This is an optimization exercise on Yosys and OpenROAD, whose aim is small area, a short achievable clock period and few clock cycles, not a production implementation. The RTL was checked by simulation tests, not by an equivalence proof against the original design. No activity file was given, so power comes from the tool's default toggle rates.

==> job 8639: inputs <==
==> flow/design.v <==
module prefix_add #(parameter W = 32) (
    input  [W-1:0] a,
    input  [W-1:0] b,
    input          cin,
    output [W-1:0] s,
    output         cout
);
    localparam L = (W + 1 <= 2) ? 1 : (W + 1 <= 4) ? 2 : (W + 1 <= 8) ? 3 :
                   (W + 1 <= 16) ? 4 : (W + 1 <= 32) ? 5 : 6;
    wire [W:0] g [0:L];
    wire [W:0] p [0:L];
    wire [W-1:0] hp = a ^ b;
    assign g[0] = {a & b, cin};
    assign p[0] = {hp, 1'b0};
    genvar k, i;
    generate
        for (k = 0; k < L; k = k + 1) begin : lvl
            for (i = 0; i <= W; i = i + 1) begin : bitk
                if (i >= (1 << k)) begin : comb
                    assign g[k+1][i] = g[k][i] | (p[k][i] & g[k][i - (1 << k)]);
                    assign p[k+1][i] = p[k][i] & p[k][i - (1 << k)];
                end else begin : pass
                    assign g[k+1][i] = g[k][i];
                    assign p[k+1][i] = p[k][i];
                end
            end
        end
    endgenerate
    assign s = hp ^ g[L][W-1:0];
    assign cout = g[L][W];
endmodule
module pc_rel #(parameter N = 13) (
    input  [31:0] pc,
    input  [N-1:0] imm,
    output [31:0] t
);
    wire [N-1:0] lo;
    wire c;
    prefix_add #(.W(N)) add_lo(.a(pc[N-1:0]), .b(imm), .cin(1'b0), .s(lo), .cout(c));
    wire [31-N:0] hi = pc[31:N];
    wire [31-N:0] hi_inc, hi_dec;
    wire ci, cd;
    prefix_add #(.W(32-N)) inc(.a(hi), .b({(32-N){1'b0}}), .cin(1'b1), .s(hi_inc), .cout(ci));
    prefix_add #(.W(32-N)) dec(.a(hi), .b({(32-N){1'b1}}), .cin(1'b0), .s(hi_dec), .cout(cd));
    wire sg = imm[N-1];
    assign t = {(c & ~sg) ? hi_inc : (~c & sg) ? hi_dec : hi, lo};
endmodule
module alu(
    input [31:0] a,
    input [31:0] b,
    input        sub,       
    input        sra,       
    input        sel_add,
    input        sel_slt,
    input        sel_sltu,
    input        sel_xor,
    input        sel_or,
    input        sel_and,
    input        sel_sll,
    input        sel_srl,
    output [31:0] sum,
    output        eq,
    output        lt,
    output        ltu,
    output [31:0] result
);
    wire co;
    prefix_add #(.W(32)) add(.a(a), .b(sub ? ~b : b), .cin(sub), .s(sum), .cout(co));
    assign eq  = (a == b);
    assign ltu = ~co;
    assign lt  = (a[31] ^ b[31]) ? a[31] : ltu;
    wire [31:0] shl = a << b[4:0];
    wire [31:0] shr = $signed({sra & a[31], a}) >>> b[4:0];
    assign result = ({32{sel_add}}  & sum)
                  | ({32{sel_slt}}  & {31'd0, lt})
                  | ({32{sel_sltu}} & {31'd0, ltu})
                  | ({32{sel_xor}}  & (a ^ b))
                  | ({32{sel_or}}   & (a | b))
                  | ({32{sel_and}}  & (a & b))
                  | ({32{sel_sll}}  & shl)
                  | ({32{sel_srl}}  & shr);
endmodule
module register_file(
    input clk,
    input reset,
    input [4:0] reg1_address,
    input [4:0] reg2_address,
    input write_enable,
    input [4:0] write_address,
    input [31:0] write_data,
    output reg [31:0] reg1_data,
    output reg [31:0] reg2_data
);
    reg [31:0] registers [1:31];
    reg [31:1] valid;
    integer i;
    always @(*) begin
        reg1_data = 32'd0;
        reg2_data = 32'd0;
        for (i = 1; i < 32; i = i + 1) begin
            reg1_data = reg1_data | ({32{valid[i] && reg1_address == i[4:0]}} & registers[i]);
            reg2_data = reg2_data | ({32{valid[i] && reg2_address == i[4:0]}} & registers[i]);
        end
    end
    always @(posedge clk) begin
        for (i = 1; i < 32; i = i + 1) begin
            if (reset)
                valid[i] <= 1'b0;
            else if (write_enable && write_address == i[4:0])
                valid[i] <= 1'b1;
        end
    end
    always @(posedge clk) begin
        for (i = 1; i < 32; i = i + 1)
            if (write_enable && write_address == i[4:0])
                registers[i] <= write_data;
    end
endmodule
module cpu (
    input clk,
    input reset,
    output [31:0] iaddr,
    input [31:0] idata,
    output reg [31:0] daddr,
    input [31:0] drdata,
    output reg [31:0] dwdata,
    output reg [3:0] dwe
);
    reg [31:2] pc;
    reg [31:0] ex_a, ex_b, ex_c;
    reg        ex_issued;      
    reg        ex_killed;      
    reg        ex_wr;          
    reg [4:0]  ex_rd;
    reg        ex_load, ex_store, ex_branch, ex_jal, ex_jalr, ex_link;
    reg [2:0]  ex_f3;
    reg        ex_sub, ex_sra;
    reg        ex_sel_add, ex_sel_slt, ex_sel_sltu, ex_sel_xor, ex_sel_or,
               ex_sel_and, ex_sel_sll, ex_sel_srl;
    reg        ex_fa, ex_fb, ex_fc;
    reg        mem_we;
    reg [4:0]  mem_rd;
    wire ex_valid = ex_issued & ~ex_killed;
    wire ex_we    = ex_wr & ~ex_killed;
    reg m_n;                          
    reg m_b0, m_b1, m_b2, m_b3;       
    reg m_h1, m_h3, m_hs;             
    reg m_w, m_ws;                    
    reg m_s0, m_s1, m_s2, m_s3;       
    wire ld_sign = (m_s0 & drdata[7]) | (m_s1 & drdata[15]) |
                   (m_s2 & drdata[23]) | (m_s3 & drdata[31]);
    wire [31:0] wb_val;
    assign wb_val[7:0] = ({8{m_b0}} & drdata[7:0]) | ({8{m_b1}} & drdata[15:8]) |
                         ({8{m_b2}} & drdata[23:16]) | ({8{m_b3}} & drdata[31:24]) |
                         ({8{m_n}} & daddr[7:0]);
    assign wb_val[15:8] = ({8{m_h1}} & drdata[15:8]) | ({8{m_h3}} & drdata[31:24]) |
                          ({8{m_hs & ld_sign}}) | ({8{m_n}} & daddr[15:8]);
    assign wb_val[31:16] = ({16{m_w}} & drdata[31:16]) | ({16{m_ws & ld_sign}}) |
                           ({16{m_n}} & daddr[31:16]);
    wire [31:0] ir = idata;
    wire [6:0] opcode = ir[6:0];
    wire [4:0] rd     = ir[11:7];
    wire [2:0] funct3 = ir[14:12];
    wire [4:0] rs1    = ir[19:15];
    wire [4:0] rs2    = ir[24:20];
    wire       f7b5   = ir[30];
    wire op_lui    = (opcode == 7'b0110111);
    wire op_auipc  = (opcode == 7'b0010111);
    wire op_jal    = (opcode == 7'b1101111);
    wire op_jalr   = (opcode == 7'b1100111);
    wire op_branch = (opcode == 7'b1100011);
    wire op_load   = (opcode == 7'b0000011);
    wire op_store  = (opcode == 7'b0100011);
    wire op_imm    = (opcode == 7'b0010011);
    wire op_reg    = (opcode == 7'b0110011);
    wire [31:0] imm_i = {{20{ir[31]}}, ir[31:20]};
    wire [31:0] imm_s = {{20{ir[31]}}, ir[31:25], ir[11:7]};
    wire [31:0] imm_b = {{19{ir[31]}}, ir[31], ir[7], ir[30:25], ir[11:8], 1'b0};
    wire [31:0] imm_u = {ir[31:12], 12'd0};
    wire [31:0] imm_j = {{11{ir[31]}}, ir[31], ir[19:12], ir[20], ir[30:21], 1'b0};
    wire [31:0] rf1, rf2;
    register_file RF(.clk(clk), .reset(reset),
                     .reg1_address(rs1), .reg2_address(rs2),
                     .write_enable(mem_we), .write_address(mem_rd), .write_data(wb_val),
                     .reg1_data(rf1), .reg2_data(rf2));
    wire byp1 = mem_we & (mem_rd == rs1);
    wire byp2 = mem_we & (mem_rd == rs2);
    wire [31:0] fd_target;
    pc_rel #(.N(21)) t_pc(.pc(iaddr), .imm(ir[3] ? imm_j[20:0] : imm_b[20:0]), .t(fd_target));
    wire [29:0] pc4_hi;
    wire pc4_c;
    prefix_add #(.W(30)) inc4(.a(pc), .b(30'd0), .cin(1'b1), .s(pc4_hi), .cout(pc4_c));
    wire [31:0] pc_plus4 = {pc4_hi, 2'b00};
    wire uses_rs1 = ~(op_lui | op_auipc | op_jal);
    wire uses_rs2 = op_reg | op_store | op_branch;
    wire writes_rd = (op_lui | op_auipc | op_jal | op_jalr | op_load | op_imm | op_reg)
                     & (rd != 5'd0);
    wire load_use = ex_we & ex_load &
                    ((uses_rs1 & (rs1 == ex_rd)) | (uses_rs2 & (rs2 == ex_rd)));
    wire a_is_rs = ~(op_lui | op_auipc | op_jal);
    wire b_is_rs = op_reg | op_branch;
    wire c_is_br = op_branch | op_jal;
    wire a_rf  = a_is_rs & ~byp1;
    wire a_byp = a_is_rs & byp1;
    wire a_pc  = op_auipc | op_jal;
    wire b_rf  = b_is_rs & ~byp2;
    wire b_byp = b_is_rs & byp2;
    wire c_rf  = op_store & ~byp2;
    wire c_byp = op_store & byp2;
    wire c_br  = c_is_br;
    wire c_pc4 = ~op_store & ~c_is_br;
    wire [31:0] b_imm = op_store ? imm_s : (op_lui | op_auipc) ? imm_u :
                        op_jal ? 32'd4 : imm_i;
    wire [31:0] fd_a = ({32{a_rf}} & rf1) | ({32{a_byp}} & wb_val) | ({32{a_pc}} & iaddr);
    wire [31:0] fd_b = ({32{b_rf}} & rf2) | ({32{b_byp}} & wb_val) | ({32{~b_is_rs}} & b_imm);
    wire [31:0] fd_c = ({32{c_rf}} & rf2) | ({32{c_byp}} & wb_val) |
                       ({32{c_br}} & fd_target) | ({32{c_pc4}} & pc_plus4);
    wire [31:0] fa = ex_fa ? daddr : ex_a;
    wire [31:0] fb = ex_fb ? daddr : ex_b;
    wire [31:0] fc = ex_fc ? daddr : ex_c;
    wire [31:0] sum, alu_res;
    wire eq, lt, ltu;
    alu A(.a(fa), .b(fb), .sub(ex_sub), .sra(ex_sra),
          .sel_add(ex_sel_add), .sel_slt(ex_sel_slt), .sel_sltu(ex_sel_sltu),
          .sel_xor(ex_sel_xor), .sel_or(ex_sel_or), .sel_and(ex_sel_and),
          .sel_sll(ex_sel_sll), .sel_srl(ex_sel_srl),
          .sum(sum), .eq(eq), .lt(lt), .ltu(ltu), .result(alu_res));
    wire cond = (ex_f3[2] ? (ex_f3[1] ? ltu : lt) : eq) ^ ex_f3[0];
    wire ex_redirect = ex_valid & (ex_jal | ex_jalr | (ex_branch & cond));
    wire [31:0] ex_target = ex_jalr ? {sum[31:1], 1'b0} : ex_c;
    wire [31:0] ex_res = ex_link ? ex_c : alu_res;
    wire ld   = ex_load;
    wire ld_b = (ex_f3[1:0] == 2'b00);
    wire ld_h = (ex_f3[1:0] == 2'b01);
    wire ld_w = ex_f3[1];
    wire la0 = (sum[1:0] == 2'd0);
    wire la1 = (sum[1:0] == 2'd1);
    wire la2 = (sum[1:0] == 2'd2);
    wire la3 = (sum[1:0] == 2'd3);
    wire [3:0] st_mask = ex_f3[1] ? 4'b1111 :
                         ex_f3[0] ? (sum[1] ? 4'b1100 : 4'b0011) :
                         (4'b0001 << sum[1:0]);
    wire [31:0] st_data = ex_f3[1] ? fc :
                          ex_f3[0] ? {2{fc[15:0]}} : {4{fc[7:0]}};
    assign iaddr = {pc, 2'b00};
    always @(posedge clk) begin
        if (reset)
            pc <= 30'd0;
        else if (ex_redirect)
            pc <= ex_target[31:2];
        else if (load_use)
            pc <= pc;
        else
            pc <= pc_plus4[31:2];
    end
    wire issue = ~reset & ~load_use;
    always @(posedge clk) begin
        ex_issued <= issue;
        ex_killed <= ex_redirect;
        ex_wr    <= issue & writes_rd;
        ex_rd    <= rd;
        ex_load  <= op_load;
        ex_store <= op_store;
        ex_branch <= op_branch;
        ex_jal   <= op_jal;
        ex_jalr  <= op_jalr;
        ex_link  <= op_jalr;
        ex_f3    <= funct3;
        ex_sub   <= op_branch | (op_reg & f7b5 & (funct3 == 3'b000)) |
                    ((op_reg | op_imm) & (funct3 == 3'b010 || funct3 == 3'b011));
        ex_sra   <= f7b5;
        ex_sel_add  <= op_lui | op_auipc | op_jal | op_load | op_store |
                       ((op_reg | op_imm) & (funct3 == 3'b000));
        ex_sel_slt  <= (op_reg | op_imm) & (funct3 == 3'b010);
        ex_sel_sltu <= (op_reg | op_imm) & (funct3 == 3'b011);
        ex_sel_xor  <= (op_reg | op_imm) & (funct3 == 3'b100);
        ex_sel_or   <= (op_reg | op_imm) & (funct3 == 3'b110);
        ex_sel_and  <= (op_reg | op_imm) & (funct3 == 3'b111);
        ex_sel_sll  <= (op_reg | op_imm) & (funct3 == 3'b001);
        ex_sel_srl  <= (op_reg | op_imm) & (funct3 == 3'b101);
        ex_a <= fd_a;
        ex_b <= fd_b;
        ex_c <= fd_c;
        ex_fa <= a_is_rs & ex_we & (ex_rd == rs1);
        ex_fb <= b_is_rs & ex_we & (ex_rd == rs2);
        ex_fc <= op_store & ex_we & (ex_rd == rs2);
    end
    always @(posedge clk) begin
        daddr    <= ex_res;
        dwdata   <= st_data;
        dwe      <= (~reset & ex_valid & ex_store) ? st_mask : 4'b0000;
        mem_we   <= ~reset & ex_we;
        mem_rd   <= ex_rd;
        m_n  <= ~ld;
        m_b0 <= ld & (ld_w | (ld_h & la0) | (ld_b & la0));
        m_b1 <= ld & ld_b & la1;
        m_b2 <= ld & (ld_h | ld_b) & la2;
        m_b3 <= ld & ld_b & la3;
        m_h1 <= ld & (ld_w | (ld_h & la0));
        m_h3 <= ld & ld_h & la2;
        m_hs <= ld & ld_b & ~ex_f3[2];
        m_w  <= ld & ld_w;
        m_ws <= ld & (ld_b | ld_h) & ~ex_f3[2];
        m_s0 <= ld_b & la0;
        m_s1 <= (ld_b & la1) | (ld_h & la0);
        m_s2 <= ld_b & la2;
        m_s3 <= (ld_b & la3) | (ld_h & la2);
    end
endmodule
==> flow/flow/run.sh <==
#!/bin/bash
# The standard layout (standard.sh), with two extra ORFS settings from
# flow/extra.mk: repair_timing aims for extra setup slack (SETUP_SLACK_MARGIN),
# and ports are buffered with a regular buffer instead of a delay cell.
# The clock period, SDC and every other setting are the standard flow's.
set -euo pipefail
cat flow/extra.mk >> config.mk
bash standard.sh finish > standard_flow.log 2>&1
==> flow/flow/extra.mk <==
export SETUP_SLACK_MARGIN = 7
export BUFFER_PORTS_ARGS = -buffer_cell sky130_fd_sc_hd__buf_4
==> flow/standard.sh <==
#!/bin/bash
# synth_recipe.tcl (not shown) runs the flow's synth.tcl, then flattens the netlist and writes it again
# the make line also repeats each setting of config.mk as NAME=value (left out here)
make -C /OpenROAD-flow-scripts/flow DESIGN_CONFIG=/design/flow/config.mk WORK_HOME=/design/flow/orfs CLKGATE_MAP_FILE= SYNTH_SCRIPT=/design/flow/synth_recipe.tcl "${@:-finish}"
==> flow/config.mk <==
export PLATFORM = sky130hd
export DESIGN_NAME = cpu
export DESIGN_NICKNAME = cpu
export VERILOG_FILES = /design/flow/design.v
export SDC_FILE = /design/flow/constraint.sdc
export NUM_CORES = 4
export LEC_CHECK = 0
export CAP_MARGIN = 20
export CORE_MARGIN = 2
export CORE_UTILIZATION = 40
export PLACE_DENSITY = 0.6
export SLEW_MARGIN = 20
export SETUP_SLACK_MARGIN = 7
export BUFFER_PORTS_ARGS = -buffer_cell sky130_fd_sc_hd__buf_4
==> flow/constraint.sdc <==
create_clock -name core_clock -period 11.0 [get_ports {clk}]
set_input_delay 2.2000 -clock core_clock [delete_from_list [all_inputs] [get_ports {clk}]]
set_output_delay 2.2000 -clock core_clock [all_outputs]
set_load 0.01 [all_outputs]
==> inputs of job 8283, as changes to job 8639 <==
--- a/flow/design.v
+++ b/flow/design.v
@@ -71,4 +71,11 @@
     assign lt  = (a[31] ^ b[31]) ? a[31] : ltu;
-    wire [31:0] shl = a << b[4:0];
-    wire [31:0] shr = $signed({sra & a[31], a}) >>> b[4:0];
+    function [31:0] rev(input [31:0] x);
+        integer k;
+        for (k = 0; k < 32; k = k + 1) rev[k] = x[31 - k];
+    endfunction
+    wire [31:0] sh_in = sel_sll ? rev(a) : a;
+    wire [32:0] sh_x  = {sra & a[31], sh_in};
+    wire [32:0] sh_r  = $signed(sh_x) >>> b[4:0];
+    wire [31:0] shl = rev(sh_r[31:0]);
+    wire [31:0] shr = sh_r[31:0];
     assign result = ({32{sel_add}}  & sum)
@@ -130,2 +137,4 @@
     reg [31:0] ex_a, ex_b, ex_c;
+    reg [12:1] ex_imm;         
+    reg        ex_pred;        
     reg        ex_issued;      
@@ -187,4 +196,4 @@
     wire byp2 = mem_we & (mem_rd == rs2);
-    wire [31:0] fd_target;
-    pc_rel #(.N(21)) t_pc(.pc(iaddr), .imm(ir[3] ? imm_j[20:0] : imm_b[20:0]), .t(fd_target));
+    wire [5:0] jal_lo = {1'b0, pc[6:2]} + {1'b0, imm_j[6:2]};
+    wire jal_fd = op_jal & (imm_j[20:7] == 14'd0) & ~jal_lo[5];
     wire [29:0] pc4_hi;
@@ -201,3 +210,3 @@
     wire b_is_rs = op_reg | op_branch;
-    wire c_is_br = op_branch | op_jal;
+    wire c_is_br = op_branch;
     wire a_rf  = a_is_rs & ~byp1;
@@ -212,3 +221,3 @@
     wire [31:0] b_imm = op_store ? imm_s : (op_lui | op_auipc) ? imm_u :
-                        op_jal ? 32'd4 : imm_i;
+                        op_jal ? imm_j : imm_i;
     wire [31:0] fd_a = ({32{a_rf}} & rf1) | ({32{a_byp}} & wb_val) | ({32{a_pc}} & iaddr);
@@ -216,3 +225,3 @@
     wire [31:0] fd_c = ({32{c_rf}} & rf2) | ({32{c_byp}} & wb_val) |
-                       ({32{c_br}} & fd_target) | ({32{c_pc4}} & pc_plus4);
+                       ({32{c_br}} & iaddr) | ({32{c_pc4}} & pc_plus4);
     wire [31:0] fa = ex_fa ? daddr : ex_a;
@@ -228,4 +237,6 @@
     wire cond = (ex_f3[2] ? (ex_f3[1] ? ltu : lt) : eq) ^ ex_f3[0];
-    wire ex_redirect = ex_valid & (ex_jal | ex_jalr | (ex_branch & cond));
-    wire [31:0] ex_target = ex_jalr ? {sum[31:1], 1'b0} : ex_c;
+    wire ex_redirect = ex_valid & ((ex_jal & ~ex_pred) | ex_jalr | (ex_branch & cond));
+    wire [31:0] br_target;
+    pc_rel #(.N(13)) t_br(.pc(ex_c), .imm({ex_imm, 1'b0}), .t(br_target));
+    wire [31:0] ex_target = ex_branch ? br_target : {sum[31:1], 1'b0};
     wire [31:0] ex_res = ex_link ? ex_c : alu_res;
@@ -252,2 +263,4 @@
             pc <= pc;
+        else if (jal_fd)
+            pc <= {pc[31:7], jal_lo[4:0]};
         else
@@ -266,3 +279,3 @@
         ex_jalr  <= op_jalr;
-        ex_link  <= op_jalr;
+        ex_link  <= op_jal | op_jalr;
         ex_f3    <= funct3;
@@ -271,3 +284,3 @@
         ex_sra   <= f7b5;
-        ex_sel_add  <= op_lui | op_auipc | op_jal | op_load | op_store |
+        ex_sel_add  <= op_lui | op_auipc | op_load | op_store |
                        ((op_reg | op_imm) & (funct3 == 3'b000));
@@ -283,2 +296,4 @@
         ex_c <= fd_c;
+        ex_imm <= imm_b[12:1];
+        ex_pred <= jal_fd;
         ex_fa <= a_is_rs & ex_we & (ex_rd == rs1);
--- a/flow/config.mk
+++ b/flow/config.mk
@@ -10,2 +10,3 @@
 export CORE_UTILIZATION = 40
+export CTS_BUF_LIST = sky130_fd_sc_hd__clkbuf_8
 export PLACE_DENSITY = 0.6
==> inputs of job 8888, as changes to job 8639 <==
--- a/flow/design.v
+++ b/flow/design.v
@@ -71,4 +71,11 @@
     assign lt  = (a[31] ^ b[31]) ? a[31] : ltu;
-    wire [31:0] shl = a << b[4:0];
-    wire [31:0] shr = $signed({sra & a[31], a}) >>> b[4:0];
+    function [31:0] rev(input [31:0] x);
+        integer k;
+        for (k = 0; k < 32; k = k + 1) rev[k] = x[31 - k];
+    endfunction
+    wire [31:0] sh_in = sel_sll ? rev(a) : a;
+    wire [32:0] sh_x  = {sra & a[31], sh_in};
+    wire [32:0] sh_r  = $signed(sh_x) >>> b[4:0];
+    wire [31:0] shl = rev(sh_r[31:0]);
+    wire [31:0] shr = sh_r[31:0];
     assign result = ({32{sel_add}}  & sum)
@@ -130,2 +137,5 @@
     reg [31:0] ex_a, ex_b, ex_c;
+    reg [12:1] ex_imm;         
+    reg        ex_pred;        
+    reg        ex_auipc;
     reg        ex_issued;      
@@ -187,4 +197,8 @@
     wire byp2 = mem_we & (mem_rd == rs2);
-    wire [31:0] fd_target;
-    pc_rel #(.N(21)) t_pc(.pc(iaddr), .imm(ir[3] ? imm_j[20:0] : imm_b[20:0]), .t(fd_target));
+    wire [5:0] jal_lo = {1'b0, pc[6:2]} + {1'b0, imm_j[6:2]};
+    wire jal_fd = op_jal & (imm_j[20:7] == 14'd0) & ~jal_lo[5];
+    wire [5:0] jr_lo = {1'b0, ex_a[6:2]} + {1'b0, imm_i[6:2]};
+    wire [31:12] auipc_hi = ex_a[31:12] + ex_b[31:12];
+    wire jalr_fd = op_jalr & ex_we & ex_auipc & (ex_rd == rs1) &
+                   (imm_i[11:7] == 5'd0) & ~jr_lo[5];
     wire [29:0] pc4_hi;
@@ -201,3 +215,3 @@
     wire b_is_rs = op_reg | op_branch;
-    wire c_is_br = op_branch | op_jal;
+    wire c_is_br = op_branch;
     wire a_rf  = a_is_rs & ~byp1;
@@ -212,3 +226,3 @@
     wire [31:0] b_imm = op_store ? imm_s : (op_lui | op_auipc) ? imm_u :
-                        op_jal ? 32'd4 : imm_i;
+                        op_jal ? imm_j : imm_i;
     wire [31:0] fd_a = ({32{a_rf}} & rf1) | ({32{a_byp}} & wb_val) | ({32{a_pc}} & iaddr);
@@ -216,3 +230,3 @@
     wire [31:0] fd_c = ({32{c_rf}} & rf2) | ({32{c_byp}} & wb_val) |
-                       ({32{c_br}} & fd_target) | ({32{c_pc4}} & pc_plus4);
+                       ({32{c_br}} & iaddr) | ({32{c_pc4}} & pc_plus4);
     wire [31:0] fa = ex_fa ? daddr : ex_a;
@@ -228,4 +242,6 @@
     wire cond = (ex_f3[2] ? (ex_f3[1] ? ltu : lt) : eq) ^ ex_f3[0];
-    wire ex_redirect = ex_valid & (ex_jal | ex_jalr | (ex_branch & cond));
-    wire [31:0] ex_target = ex_jalr ? {sum[31:1], 1'b0} : ex_c;
+    wire ex_redirect = ex_valid & (((ex_jal | ex_jalr) & ~ex_pred) | (ex_branch & cond));
+    wire [31:0] br_target;
+    pc_rel #(.N(13)) t_br(.pc(ex_c), .imm({ex_imm, 1'b0}), .t(br_target));
+    wire [31:0] ex_target = ex_branch ? br_target : {sum[31:1], 1'b0};
     wire [31:0] ex_res = ex_link ? ex_c : alu_res;
@@ -245,2 +261,13 @@
     assign iaddr = {pc, 2'b00};
+    reg [31:2] fd_next;
+    always @(*) begin
+        if (load_use)
+            fd_next = pc;
+        else if (jal_fd)
+            fd_next = {pc[31:7], jal_lo[4:0]};
+        else if (jalr_fd)
+            fd_next = {auipc_hi, ex_a[11:7], jr_lo[4:0]};
+        else
+            fd_next = pc_plus4[31:2];
+    end
     always @(posedge clk) begin
@@ -248,8 +275,4 @@
             pc <= 30'd0;
-        else if (ex_redirect)
-            pc <= ex_target[31:2];
-        else if (load_use)
-            pc <= pc;
         else
-            pc <= pc_plus4[31:2];
+            pc <= ex_redirect ? ex_target[31:2] : fd_next;
     end
@@ -266,3 +289,3 @@
         ex_jalr  <= op_jalr;
-        ex_link  <= op_jalr;
+        ex_link  <= op_jal | op_jalr;
         ex_f3    <= funct3;
@@ -271,3 +294,3 @@
         ex_sra   <= f7b5;
-        ex_sel_add  <= op_lui | op_auipc | op_jal | op_load | op_store |
+        ex_sel_add  <= op_lui | op_auipc | op_load | op_store |
                        ((op_reg | op_imm) & (funct3 == 3'b000));
@@ -283,2 +306,5 @@
         ex_c <= fd_c;
+        ex_imm <= imm_b[12:1];
+        ex_pred <= jal_fd | jalr_fd;
+        ex_auipc <= op_auipc;
         ex_fa <= a_is_rs & ex_we & (ex_rd == rs1);
--- a/flow/config.mk
+++ b/flow/config.mk
@@ -10,2 +10,3 @@
 export CORE_UTILIZATION = 40
+export CTS_BUF_LIST = sky130_fd_sc_hd__clkbuf_8
 export PLACE_DENSITY = 0.6
==> results by group <==
Outcome
  • Status: finished clean

Timing
  • Hold Slack: 0.481 ns
  • Normalized max-slew margin: 0.191

Place
  • HPWL Detailed: 203,000 um

Worst setup path
  • CP endpoint: pc[22]
  • Data required, critical path: 11.81 ns
  • CP startpoint: ex_fb

Yosys
  • Synth Area in Compound Gates: 0.215
  • Syn Std Cell Area: 62,700 um2

Final layout
  • Fraction of area in multi-input gates: 0.369
  • Commonest cells after routing, fill and taps aside: edfxtp_1 (992), a22oi_1 (360), buf_4 (336)

GRT
  • Initial antenna violation count: 26
[end of results for job 8888]
==> results by group <==
GRT
  • Initial antenna violation count: 24
  • GR Layer Usage met1: 0.476

Final layout
  • Fraction of area in multi-input gates: 0.358
  • Bufs w/o clock: 466

Timing
  • Normalized max-slew margin: 0.125
  • Hold Slack: 0.472 ns

Outcome
  • Status: finished clean

Worst setup path
  • Data required, critical path: 11.84 ns
  • CP endpoint: ex_a[18]
  • CP startpoint: idata[17]

Yosys
  • Post-Syn Instances: 5,197
  • Synth Area in Compound Gates: 0.211

Pwr
  • P_comb: 0.000554 W
  • Internal Power: 0.00754 W
[end of results for job 8283]
==> results by group <==
Timing
  • Normalized max-slew margin: 0.160
  • Hold Slack: 0.405 ns

Place
  • HPWL Detailed: 199,000 um

GRT
  • Initial antenna violation count: 18
  • Met2 usage in global routing: 0.569

Worst setup path
  • Data required, critical path: 11.69 ns
  • CP startpoint: idata[3]

Yosys
  • Synth Area in Compound Gates: 0.215
  • Syn Std Cell Area: 61,600 um2

Final layout
  • Commonest cells after routing, fill and taps aside: edfxtp_1 (992), buf_4 (423), a22oi_1 (394)

Outcome
  • Status: finished clean

Routing
  • DRC: 0
[end of results for job 8639]
Testbench counts of job 8639, summed over its fixed seeds: cycles 70,592.
Testbench counts of job 8283, summed over its fixed seeds: cycles 69,118.
Testbench counts of job 8888, summed over its fixed seeds: cycles 67,781.

## what the ideal ports hide
The flow's constraints put no driver on any port. The routed layouts listed below were extracted and timed again, unchanged, in two steps. Step 1 assumes that a clkbuf_16 drives the clock port and a buf_2 every other input. Step 2 times the ports against the registers' clock, not the clock port: input delays grow and output delays shrink by t, the midpoint of the rising clock arrivals with the driver on. Slacks: no drivers / after step 1 / after step 2; pairs: no drivers / after step 1.
run | t (ns) | setup slack, ns | hold slack, ns
job 8639 | 0.913 | 6.704 / 6.588 / 5.675 | 0.405 / 0.405 / 0.405
job 8283 | 1.055 | 6.583 / 6.633 / 5.577 | 0.472 / 0.472 / 0.472
job 8888 | 1.071 | 6.840 / 6.840 / 5.837 | 0.481 / 0.481 / 0.481
After both steps setup and hold are still met in every run listed. For job 8639, which loses most, drivers alone change the setup slack by -0.116 ns; drivers and shift together by -1.029 ns.
